From an optimization exercise on the open Yosys and OpenROAD flow, aimed at small area; shortcuts taken in it are not production practice.
In this exercise RTL edits were held to simulation tests only and were not proved equivalent to the original.
Power figures rest on the tool's default switching activity, not on a simulated workload.

===== flow/design.v =====
module transmitter #(
    parameter int clock_freq = 50_000_000,
    parameter int baud = 9600
)(
    input logic clk,   
    input logic rst,   
    input logic [7:0] data_in,  
    input  logic fifo_empty,  
    output logic fifo_read,  
    output logic transmit_wire,  
    output logic state_busy  
);
    localparam int cycles_per_bit = clock_freq / baud;
    typedef enum logic [3:0] {
        IDLE = 4'b0000,  
        START = 4'b0001,  
        DATA = 4'b0010,  
        PARITY = 4'b0011,  
        STOP = 4'b0100  
    } uart_state_t;
    uart_state_t current_state, next_state;
    logic [31:0] bit_counter;
    logic [2:0] bit_index;
    logic [7:0] trans_data_reg;  
    logic parity_bit;  
    assign parity_bit = ^trans_data_reg;  
    wire bit_period_complete = (bit_counter == cycles_per_bit-1);
    always_ff @(posedge clk or posedge rst) begin
        if (rst)
            current_state <= IDLE;  
        else 
            current_state <= next_state;  
    end
    always_ff @(posedge clk or posedge rst) begin
        if (rst)
            trans_data_reg <= 8'b0;  
        else if (fifo_read)
            trans_data_reg <= data_in;  
    end 
    always_ff @(posedge clk or posedge rst) begin
        if (rst)
            bit_index <= 3'b0;  
        else if (current_state == IDLE)
            bit_index <= 3'b0;  
        else if (current_state == DATA && bit_counter == cycles_per_bit -1) begin
            bit_index <= bit_index + 1;  
        end 
    end 
    always_ff @(posedge clk or posedge rst) begin
        if (rst)
            bit_counter <= 0;  
        else if (current_state == IDLE)
            bit_counter <= 0;  
        else begin
            if (bit_counter == cycles_per_bit-1)
                bit_counter <= 0;  
            else
                bit_counter <= bit_counter + 1;  
        end
    end
    always_ff @(posedge clk or posedge rst) begin
        if (rst)
            transmit_wire <= 1'b1;  
        else begin
            case (current_state)
            IDLE:
                transmit_wire <= 1'b1;  
            START:
                transmit_wire <= 1'b0;  
            DATA:
                transmit_wire <= trans_data_reg[bit_index];  
            PARITY:
                transmit_wire <= parity_bit;  
            STOP: 
                transmit_wire <= 1'b1;  
            default:
                transmit_wire <= 1'b1;  
            endcase
        end
    end
    always_comb begin
        next_state = current_state;  
        fifo_read = 1'b0;  
        case (current_state)
            IDLE: begin
                if (!fifo_empty) begin
                    fifo_read = 1'b1;  
                    next_state = START;  
                end
            end
            START: begin
                if (bit_period_complete) begin
                    next_state = DATA;
                end
            end
            DATA: begin
                if (bit_period_complete) begin
                    if (bit_index == 7)  
                        next_state = PARITY; 
                    else
                        next_state = DATA;
                end
            end
            PARITY: begin
                if (bit_period_complete)
                    next_state = STOP;
            end
            STOP: begin
                if (bit_period_complete)
                    next_state = IDLE;
            end
            default: begin
                next_state = IDLE;
            end
        endcase
    end
    assign state_busy = (current_state != IDLE);
endmodule
module receiver #(
        parameter int clk_freq = 50_000_000,
        parameter int baud = 9600
)(
        input  logic clk,
        input  logic rst,
        input  logic data_trans,  
        output logic [7:0] data_received,
        output logic state_busy
);
        localparam int cycles_per_bit = clk_freq / baud;
        localparam int half_cycle = cycles_per_bit / 2;
        typedef enum logic [2:0] {
                IDLE  = 3'b000,
                START = 3'b001,
                DATA  = 3'b010,
                PARITY= 3'b011,
                STOP  = 3'b100,
                SEND  = 3'b101
        } rx_state_t;
        rx_state_t current_state, next_state;
        logic [31:0] sample_counter;  
        logic [2:0]  bit_index;       
        logic [7:0]  shift_reg;       
        logic        parity_recv;     
        logic        prev_data;       
        wire parity_calc = ^shift_reg;
        always_ff @(posedge clk or posedge rst) begin
                if (rst) begin
                        current_state   <= IDLE;
                        sample_counter  <= 32'd0;
                        bit_index       <= 3'd0;
                        shift_reg       <= 8'd0;
                        parity_recv     <= 1'b0;
                        data_received   <= 8'd0;
                        state_busy      <= 1'b0;
                        prev_data       <= 1'b1;
                end else begin
                        current_state <= next_state;
                        prev_data <= data_trans;
                        case (current_state)
                                IDLE: begin
                                        sample_counter <= 32'd0;
                                        bit_index <= 3'd0;
                                        state_busy <= 1'b0;
                                end
                                START: begin
                                        state_busy <= 1'b1;
                                        if (sample_counter < half_cycle)
                                                sample_counter <= sample_counter + 1;
                                        else
                                                sample_counter <= 32'd0;
                                end
                                DATA: begin
                                        state_busy <= 1'b1;
                                        if (sample_counter < cycles_per_bit - 1)
                                                sample_counter <= sample_counter + 1;
                                        else begin
                                                sample_counter <= 32'd0;
                                                shift_reg[bit_index] <= data_trans;
                                                if (bit_index < 3'd7)
                                                        bit_index <= bit_index + 1;
                                        end
                                end
                                PARITY: begin
                                        state_busy <= 1'b1;
                                        if (sample_counter < cycles_per_bit - 1)
                                                sample_counter <= sample_counter + 1;
                                        else begin
                                                sample_counter <= 32'd0;
                                                parity_recv <= data_trans;
                                        end
                                end
                                STOP: begin
                                        state_busy <= 1'b1;
                                        if (sample_counter < cycles_per_bit - 1)
                                                sample_counter <= sample_counter + 1;
                                        else
                                                sample_counter <= 32'd0;
                                end
                                SEND: begin
                                        data_received <= shift_reg;
                                        state_busy <= 1'b0;
                                end
                                default: begin
                                        sample_counter <= 32'd0;
                                        bit_index <= 3'd0;
                                        state_busy <= 1'b0;
                                end
                        endcase
                end
        end
        always_comb begin
                next_state = current_state;
                case (current_state)
                        IDLE: begin
                                if (prev_data == 1'b1 && data_trans == 1'b0)
                                        next_state = START;
                        end
                        START: begin
                                if (sample_counter == half_cycle)
                                        next_state = DATA;
                        end
                        DATA: begin
                                if (sample_counter == cycles_per_bit - 1 && bit_index == 3'd7)
                                        next_state = PARITY;
                                else if (sample_counter == cycles_per_bit - 1)
                                        next_state = DATA;
                        end
                        PARITY: begin
                                if (sample_counter == cycles_per_bit - 1)
                                        next_state = STOP;
                        end
                        STOP: begin
                                if (sample_counter == cycles_per_bit - 1)
                                        next_state = SEND;
                        end
                        SEND: begin
                                next_state = IDLE;
                        end
                        default: next_state = IDLE;
                endcase
        end
endmodule
module scoring_model #(
    parameter int SCALE = 100   
)(
    input  logic        clk,
    input  logic        rst,
    input  logic        compute_enable,   
    input  logic [15:0] cpu_freq_mhz,     
    input  logic [15:0] disk_speed_mbps,  
    input  logic [15:0] memory_usage,     
    input  logic [15:0] temperature_c,    
    output logic [31:0] score,            
    output logic        valid             
);
    localparam int COEFF_F = 35;
    localparam int COEFF_D = 30;
    localparam int COEFF_M = 20;
    localparam int COEFF_T = 15;
    logic [31:0] term_f, term_d, term_m, term_t;
    logic [31:0] sum_intermediate;
    logic [31:0] score_reg;
    logic        valid_reg;
    logic        compute_done;
    always_ff @(posedge clk or posedge rst) begin
        if (rst) begin
            term_f <= 32'd0;
            term_d <= 32'd0;
            term_m <= 32'd0;
            term_t <= 32'd0;
            sum_intermediate <= 32'd0;
            score_reg <= 32'd0;
            valid_reg <= 1'b0;
            compute_done <= 1'b0;
        end else if (compute_enable && !compute_done) begin
            term_f <= COEFF_F * cpu_freq_mhz;
            term_d <= COEFF_D * disk_speed_mbps;
            term_m <= COEFF_M * memory_usage;
            term_t <= COEFF_T * temperature_c;
            compute_done <= 1'b1;
            valid_reg <= 1'b0;
        end else if (compute_done) begin
            sum_intermediate <= term_f + term_d + term_m + term_t;
            score_reg <= term_f + term_d + term_m + term_t;
            valid_reg <= 1'b1;
            compute_done <= 1'b0;  
        end
    end
    assign score = score_reg;
    assign valid = valid_reg;
endmodule
module packet_assembler (
    input  logic        clk,
    input  logic        rst,
    input  logic [7:0]  rx_data,          
    input  logic        rx_busy,          
    output logic [15:0] cpu_freq_mhz,
    output logic [15:0] disk_speed_mbps,
    output logic [15:0] memory_usage,
    output logic [15:0] temperature_c,
    output logic        compute_enable
);
    logic [7:0] received_bytes [0:6];
    logic [2:0] rx_byte_index;
    logic       prev_rx_busy;
    always_ff @(posedge clk or posedge rst) begin
        if (rst) begin
            rx_byte_index   <= 3'd0;
            prev_rx_busy    <= 1'b0;
            compute_enable  <= 1'b0;
            cpu_freq_mhz    <= 16'd0;
            disk_speed_mbps <= 16'd0;
            memory_usage    <= 16'd0;
            temperature_c   <= 16'd0;
            for (int i = 0; i < 7; i++)
                received_bytes[i] <= 8'd0;
        end else begin
            prev_rx_busy <= rx_busy;
            if (prev_rx_busy && !rx_busy) begin
                if (rx_byte_index == 3'd7) begin
                    cpu_freq_mhz    <= {received_bytes[1], received_bytes[0]};
                    disk_speed_mbps <= {received_bytes[3], received_bytes[2]};
                    memory_usage    <= {received_bytes[5], received_bytes[4]};
                    temperature_c   <= {rx_data, received_bytes[6]};
                    compute_enable  <= 1'b1;
                    rx_byte_index   <= 3'd0;
                end else begin
                    received_bytes[rx_byte_index] <= rx_data;
                    rx_byte_index  <= rx_byte_index + 3'd1;
                    compute_enable <= 1'b0;
                end
            end else begin
                compute_enable <= 1'b0;
            end
        end
    end
endmodule
module uart_telemetry (
    input  logic        clk,
    input  logic        rst,
    input  logic [7:0]  tx_data,
    input  logic        tx_fifo_empty,
    output logic        tx_fifo_read,
    output logic        tx,
    output logic        tx_busy,
    input  logic        rx,
    output logic [7:0]  rx_data,
    output logic        rx_busy,
    output logic [31:0] score,
    output logic        score_valid
);
    logic [15:0] cpu_freq_mhz, disk_speed_mbps, memory_usage, temperature_c;
    logic        compute_enable;
    transmitter #(
        .clock_freq(50_000_000),
        .baud(9600)
    ) u_transmitter (
        .clk(clk),
        .rst(rst),
        .data_in(tx_data),
        .fifo_empty(tx_fifo_empty),
        .fifo_read(tx_fifo_read),
        .transmit_wire(tx),
        .state_busy(tx_busy)
    );
    receiver #(
        .clk_freq(50_000_000),
        .baud(9600)
    ) u_receiver (
        .clk(clk),
        .rst(rst),
        .data_trans(rx),
        .data_received(rx_data),
        .state_busy(rx_busy)
    );
    packet_assembler u_assembler (
        .clk(clk),
        .rst(rst),
        .rx_data(rx_data),
        .rx_busy(rx_busy),
        .cpu_freq_mhz(cpu_freq_mhz),
        .disk_speed_mbps(disk_speed_mbps),
        .memory_usage(memory_usage),
        .temperature_c(temperature_c),
        .compute_enable(compute_enable)
    );
    scoring_model #(
        .SCALE(100)
    ) u_scoring (
        .clk(clk),
        .rst(rst),
        .compute_enable(compute_enable),
        .cpu_freq_mhz(cpu_freq_mhz),
        .disk_speed_mbps(disk_speed_mbps),
        .memory_usage(memory_usage),
        .temperature_c(temperature_c),
        .score(score),
        .valid(score_valid)
    );
endmodule

===== flow/run.sh =====
#!/bin/bash
# synth_recipe.tcl (not shown) runs the flow's synth.tcl, then flattens the netlist and writes it again
# the make line also repeats each setting of config.mk as NAME=value (left out here)
make -C /OpenROAD-flow-scripts/flow DESIGN_CONFIG=/design/flow/config.mk WORK_HOME=/design/flow/orfs CLKGATE_MAP_FILE= SYNTH_SCRIPT=/design/flow/synth_recipe.tcl finish

===== flow/config.mk =====
export PLATFORM = sky130hd
export DESIGN_NAME = uart_telemetry
export DESIGN_NICKNAME = uart_telemetry
export VERILOG_FILES = /design/flow/design.v
export SDC_FILE = /design/flow/constraint.sdc
export NUM_CORES = 4
export LEC_CHECK = 0
export CAP_MARGIN = 20
export CORE_MARGIN = 2
export CORE_UTILIZATION = 40
export SLEW_MARGIN = 20

===== flow/constraint.sdc =====
create_clock -name core_clock -period 20.0 [get_ports {clk}]
set_input_delay 4.0000 -clock core_clock [delete_from_list [all_inputs] [get_ports {clk}]]
set_output_delay 4.0000 -clock core_clock [all_outputs]
set_load 0.01 [all_outputs]

==> key figures <==
Routing
  – Number of DRC markers in iteration 0: between 600 and 700
  – Via count normalized by instance count: between 5 and 6
  – Drt total wl: about 45,000 um
  – Count of unresolved DRC violations after routing: 0
  – DR WL/cell: ~16 um
  – 1st-pass router iterations: 5
  – Number of vias in the routed layout: between 10,000 and 15,000
  – Number of nets still failing antenna checks after routing: 0

Place
  – Cell total after placement: about 2,800
  – Pre-CTS setup slack: between 10 and 15 ns
  – Count of input and output buffers: 48
  – GP Congestion: between 0.8 and 0.9
  – Detailed placement HPWL: ~33,000 um

Die
  – IO Pins: 57
  – Initial cell density of the core: 0.406
  – Overall die area: ~56,000 um^2
  – Row count: 84
  – Standard cell core area: roughly 53,000 um^2
  – Width of the die: 236 um
  – Die Height: between 200 and 250 um

Setup path
  – Type of element capturing the critical path: primary output
  – Crit path cell chain: clkdlybuf4s50_1, nor2_2, clkdlybuf4s50_1
  – Endpoint of the most critical register-to-register path: u_scoring.term_t[19]
  – Cell class contributing the biggest share of worst-path delay: buffers and inverters
  – WP data required: about 16 ns
  – Worst EP arrival: 5.41 ns
  – Cell at the slowest stage of the critical path: sky130_fd_sc_hd__clkdlybuf4s50_1
  – Depth of the most critical reg-to-reg path: 11
  – Buf+Inv Stages, Crit Path: 2
  – Largest incremental delay on the critical path: about 0.62 ns
  – Worst reg2reg setup slack: roughly 16 ns
  – Kind of critical path: primary input to primary output
  – Type of origin of the critical path: primary input
  – Max FO, Critical Path: 9
  – Critical register-to-register path startpoint: u_assembler.temperature_c[7]
  – Most repeated library cell on the critical path: sky130_fd_sc_hd__clkdlybuf4s50_1

Global routing
  – Vias in the first global route: between 10,000 and 15,000
  – All-layer global routing usage: 0.167
  – Antenna violations before repair: 0
  – Overall overflow remaining after global route: 0
  – Global-route wire length before repair: ~76,000 um
  – Maximum number of pins on one net before global-route repair: ~120

STA
  – Final hold violation count: 0
  – Setup repair after global routing missed its margin: false
  – Final critical path time including I/O delays and setup: between 9 and 10 ns
  – PnR worst setup slack: 10.59 ns
  – Maximum clock frequency: between 100 and 150 MHz
  – Sum of negative setup slack: 0 ns
  – Transition at the pin with the smallest max-transition slack: 0.979 ns
  – Headroom to the max-slew limit: 0.345
  – Share of the clock period used by the worst path after layout: 0.470
  – Final setup skew: 0.0235 ns
  – Max Transition Viols Final: 0
  – Number of failing setup endpoints in the final timing report: 0

Clock tree
  – Clk Tree Root Cell: sky130_fd_sc_hd__clkbuf_16
  – TritonCTS clock tree: built
  – Cells resized by post-CTS repair: 0
  – H-Tree Level Count: 2
  – Number of clock sinks: between 300 and 400
  – Number of buffers created by CTS: 40
  – Number of hold buffers added after cts: 0
  – Setup repair bufs after CTS: 0
  – Worst skew pair latency: just under 0.6 ns
  – Worst-case clock buffer depth: 3
  – Clock-pin transition on the worst setup and hold timing paths: ~0.05 ns

Synth
  – Cell taking the most area after synthesis: sky130_fd_sc_hd__dfrtp_1
  – Top cell type's share of synthesized area: 0.388
  – Post-synthesis cell type count: 85
  – Sequential cell area fraction in the yosys report: 0.390
  – Top cells by instance count after synthesis: sky130_fd_sc_hd__dfrtp_1, sky130_fd_sc_hd__inv_1, sky130_fd_sc_hd__nand2_1
  – Most used standard cell by instance count after synthesis: sky130_fd_sc_hd__dfrtp_1
  – Number of flops mapped to enable cells by yosys: 0
  – Cell area after synthesis: ~21,000 um^2
  – Syn_area_per_cell: 10.2 um^2
  – Number of standard cells after synthesis: around 2,100
  – Synth area leaders: sky130_fd_sc_hd__dfrtp_1, sky130_fd_sc_hd__fa_1, sky130_fd_sc_hd__ha_1, sky130_fd_sc_hd__mux2_2, sky130_fd_sc_hd__inv_1
  – Synthesis-stage register bit count: 335
  – Share of synthesized flip-flops with an asynchronous set or reset: 1.00
  – Most used flip-flop cell after synthesis: sky130_fd_sc_hd__dfrtp_1
  – Synthesis warning total: 5

Cells and area
  – Max FFs per register: 56
  – Antenna diode count: 0
  – Synthesis-to-finish area growth: 11.2%
  – Seq. cell area: 8390 um^2
  – Reg with most FFs: u_assembler.received_bytes
  – Largest registers: u_assembler.received_bytes x56, u_receiver.sample_counter x32, u_transmitter.bit_counter x32
  – Layout cells sized above 1: 0.105
  – Net total in the final layout: 2,417
  – Layout fillers: slightly below 5,000
  – Post-layout instance count excluding filler cells: around 2,900
  – Area of the multi-input gates: 11,800 um^2

Flow run
  – Number of max-cap violations: 0

Worst hold path
  – Depth of the worst hold-timing path: 0
  – Class of the most critical hold timing path: register to register
  – Hold Crit Start: u_receiver.state_busy
  – End of the worst hold path: u_assembler.prev_rx_busy

Pwr
  – Internal cell power: between 1 and 1.5 mW
  – Sequential group share of total power: 0.476
  – Psw: about 0.34 mW
  – Combinational group share of total power: 0.029
  – Total power divided by cell area: ~61 nW/um^2
  – Leak: about 12 nW
  – Maximum resistive drop on vdd: 0.0490 mV
  – Clock share of power: 0.495
  – Proportion of total power due to net switching: 0.231

Status
  – Outcome: timing/DRC/antenna clean
[final cells by class]
| type | instances | share of cell area |
|---|---|---|
| clock buffers | 55 | 0.0468 |
| clock inverters | 17 | 0.00775 |
| inverters | 275 | 0.0435 |
| multi-input cells | 1423 | 0.492 |
| flip-flops and latches | 335 | 0.351 |
| well taps | 688 | 0.0360 |
| repair buffers | 57 | 0.0229 |
[power by group through the flow]
stage | Clock [mW] | Sequential, mW | Combinational [mW]
after floorplan | 0 | 0.706 | 0.0345
after global placement | 0 | 0.707 | 0.0430
after detailed placement | 0 | 0.708 | 0.0443
after CTS | 0.747 | 0.696 | 0.0445
after global routing | 0.776 | 0.697 | 0.0492
final | 0.724 | 0.696 | 0.0425
[worst max path at each step]
stage	slack [ns]	startpoint	cells past startpoint	end
floorplan	6.72	rst	1	u_assembler.compute_enable
global placement	10.59	tx_fifo_empty	3	tx_fifo_read
detailed placement	10.59	tx_fifo_empty	3	tx_fifo_read
CTS	10.58	tx_fifo_empty	3	tx_fifo_read
global route	10.48	tx_fifo_empty	3	tx_fifo_read
finish	10.59	tx_fifo_empty	3	tx_fifo_read
[cell usage in the layout, fill, tap and decap left out, types with 7 or more instances in the layout]
| cell | Yosys | final |
|---|---|---|
| sky130_fd_sc_hd__ha_1 | 163 | 163 |
| sky130_fd_sc_hd__clkdlybuf4s50_1 | 0 | 48 |
| sky130_fd_sc_hd__buf_4 | 8 | 9 |
| sky130_fd_sc_hd__a21oi_1 | 72 | 72 |
| sky130_fd_sc_hd__nor4_1 | 11 | 11 |
| sky130_fd_sc_hd__nor2b_1 | 12 | 12 |
| sky130_fd_sc_hd__fa_1 | 110 | 110 |
| sky130_fd_sc_hd__nand2b_1 | 11 | 11 |
| sky130_fd_sc_hd__o21a_1 | 13 | 13 |
| sky130_fd_sc_hd__clkbuf_1 | 49 | 9 |
| sky130_fd_sc_hd__nand3b_1 | 11 | 11 |
| sky130_fd_sc_hd__nand2_1 | 184 | 183 |
| sky130_fd_sc_hd__dfrtp_1 | 333 | 333 |
| sky130_fd_sc_hd__a211oi_1 | 17 | 17 |
| sky130_fd_sc_hd__inv_1 | 273 | 271 |
| sky130_fd_sc_hd__a21boi_0 | 8 | 8 |
| sky130_fd_sc_hd__a22o_1 | 11 | 11 |
| sky130_fd_sc_hd__nand4_1 | 16 | 16 |
| sky130_fd_sc_hd__conb_1 | 1 | 8 |
| sky130_fd_sc_hd__and3_1 | 40 | 40 |
| sky130_fd_sc_hd__or3_1 | 8 | 8 |
| sky130_fd_sc_hd__xor2_1 | 43 | 43 |
| sky130_fd_sc_hd__nor3b_1 | 10 | 10 |
| sky130_fd_sc_hd__nor2_1 | 105 | 105 |
| sky130_fd_sc_hd__o22ai_1 | 7 | 7 |
| sky130_fd_sc_hd__mux2_2 | 124 | 124 |
| sky130_fd_sc_hd__a21o_1 | 41 | 41 |
| sky130_fd_sc_hd__o21ai_0 | 140 | 140 |
| sky130_fd_sc_hd__a31oi_1 | 10 | 10 |
| sky130_fd_sc_hd__o31ai_1 | 11 | 11 |
| sky130_fd_sc_hd__o211ai_1 | 9 | 9 |
| sky130_fd_sc_hd__nand3_1 | 47 | 47 |
| sky130_fd_sc_hd__o21ai_1 | 8 | 8 |
| sky130_fd_sc_hd__xnor2_1 | 48 | 48 |
| sky130_fd_sc_hd__clkbuf_16 | 0 | 40 |
| sky130_fd_sc_hd__nor3_1 | 21 | 20 |
[kinds of logic after synthesis]
group	count (synthesis)	share of synthesized area
other	1	0.000175
adder cells (fa/ha/maj)	273	0.197
buffers and inverters	350	0.0643
XOR/XNOR	91	0.0371
flip-flops	335	0.390
AND/OR/NAND/NOR	515	0.120
AO/OA/AOI/OAI	402	0.119
multiplexers	134	0.0710
[worst reg2reg max path: cells and delay by family (launching register included)]
family                     cells  cell delay (ns)
AOI/OAI and AO/OA              5             1.53
xor gates and xnor gates       1             0.22
DFF                            1             0.40
adders and majority gates      3             1.35
buffers and inverters          2             0.22
[per-stage QoR]
| stage | total power, mW | hold slack, ns | cell area (um^2) | utilization |
|---|---|---|---|---|
| 6_report | 1.46 | 0.421 | 23900 | 0.452 |
| 5_1_grt | 1.52 | 0.433 | 23900 | 0.452 |
| 4_1_cts | 1.49 | 0.423 | 23900 | 0.452 |
| 3_5_place_dp | 0.752 | 0.410 | 22600 | 0.427 |
| 3_3_place_gp | 0.750 | 0.411 | 22600 | 0.427 |
| 2_1_floorplan | 0.741 | 0.422 | 21500 | - |
[per-layer routing]
layer | vias up | track usage | routed length [um]
li1 | 7208 | - | -
met1 | 7238 | 0.230 | 21700
met2 | 209 | 0.269 | 20400
met3 | 83 | 0.0235 | 1540
met4 | 0 | 0.0591 | 1340
met5 | - | 0 | 0

## what the ideal ports hide
The flow's constraints put no driver on any port. The routed layout listed below was extracted and timed again, unchanged, in two steps. Step 1: set_driving_cell puts a clkbuf_16 on clk and a buf_2 on each other input, an assumption about the parent block. Step 2 moves the port delays by t, midway between the first and last clock arrival at a register: inputs arrive t later, outputs are due t later. That takes back most of the time a late clock gives input paths. Slacks: ideal ports / drivers / drivers and shift; pairs: ideal ports / drivers.
t (ns): 0.627
slack for setup (ns): 10.594 / 10.567 / 10.567
pins driven straight from the clock port: 1
After both steps this run still meets setup and hold. For this run, drivers alone change the setup slack by -0.027 ns; drivers and shift together by -0.027 ns.
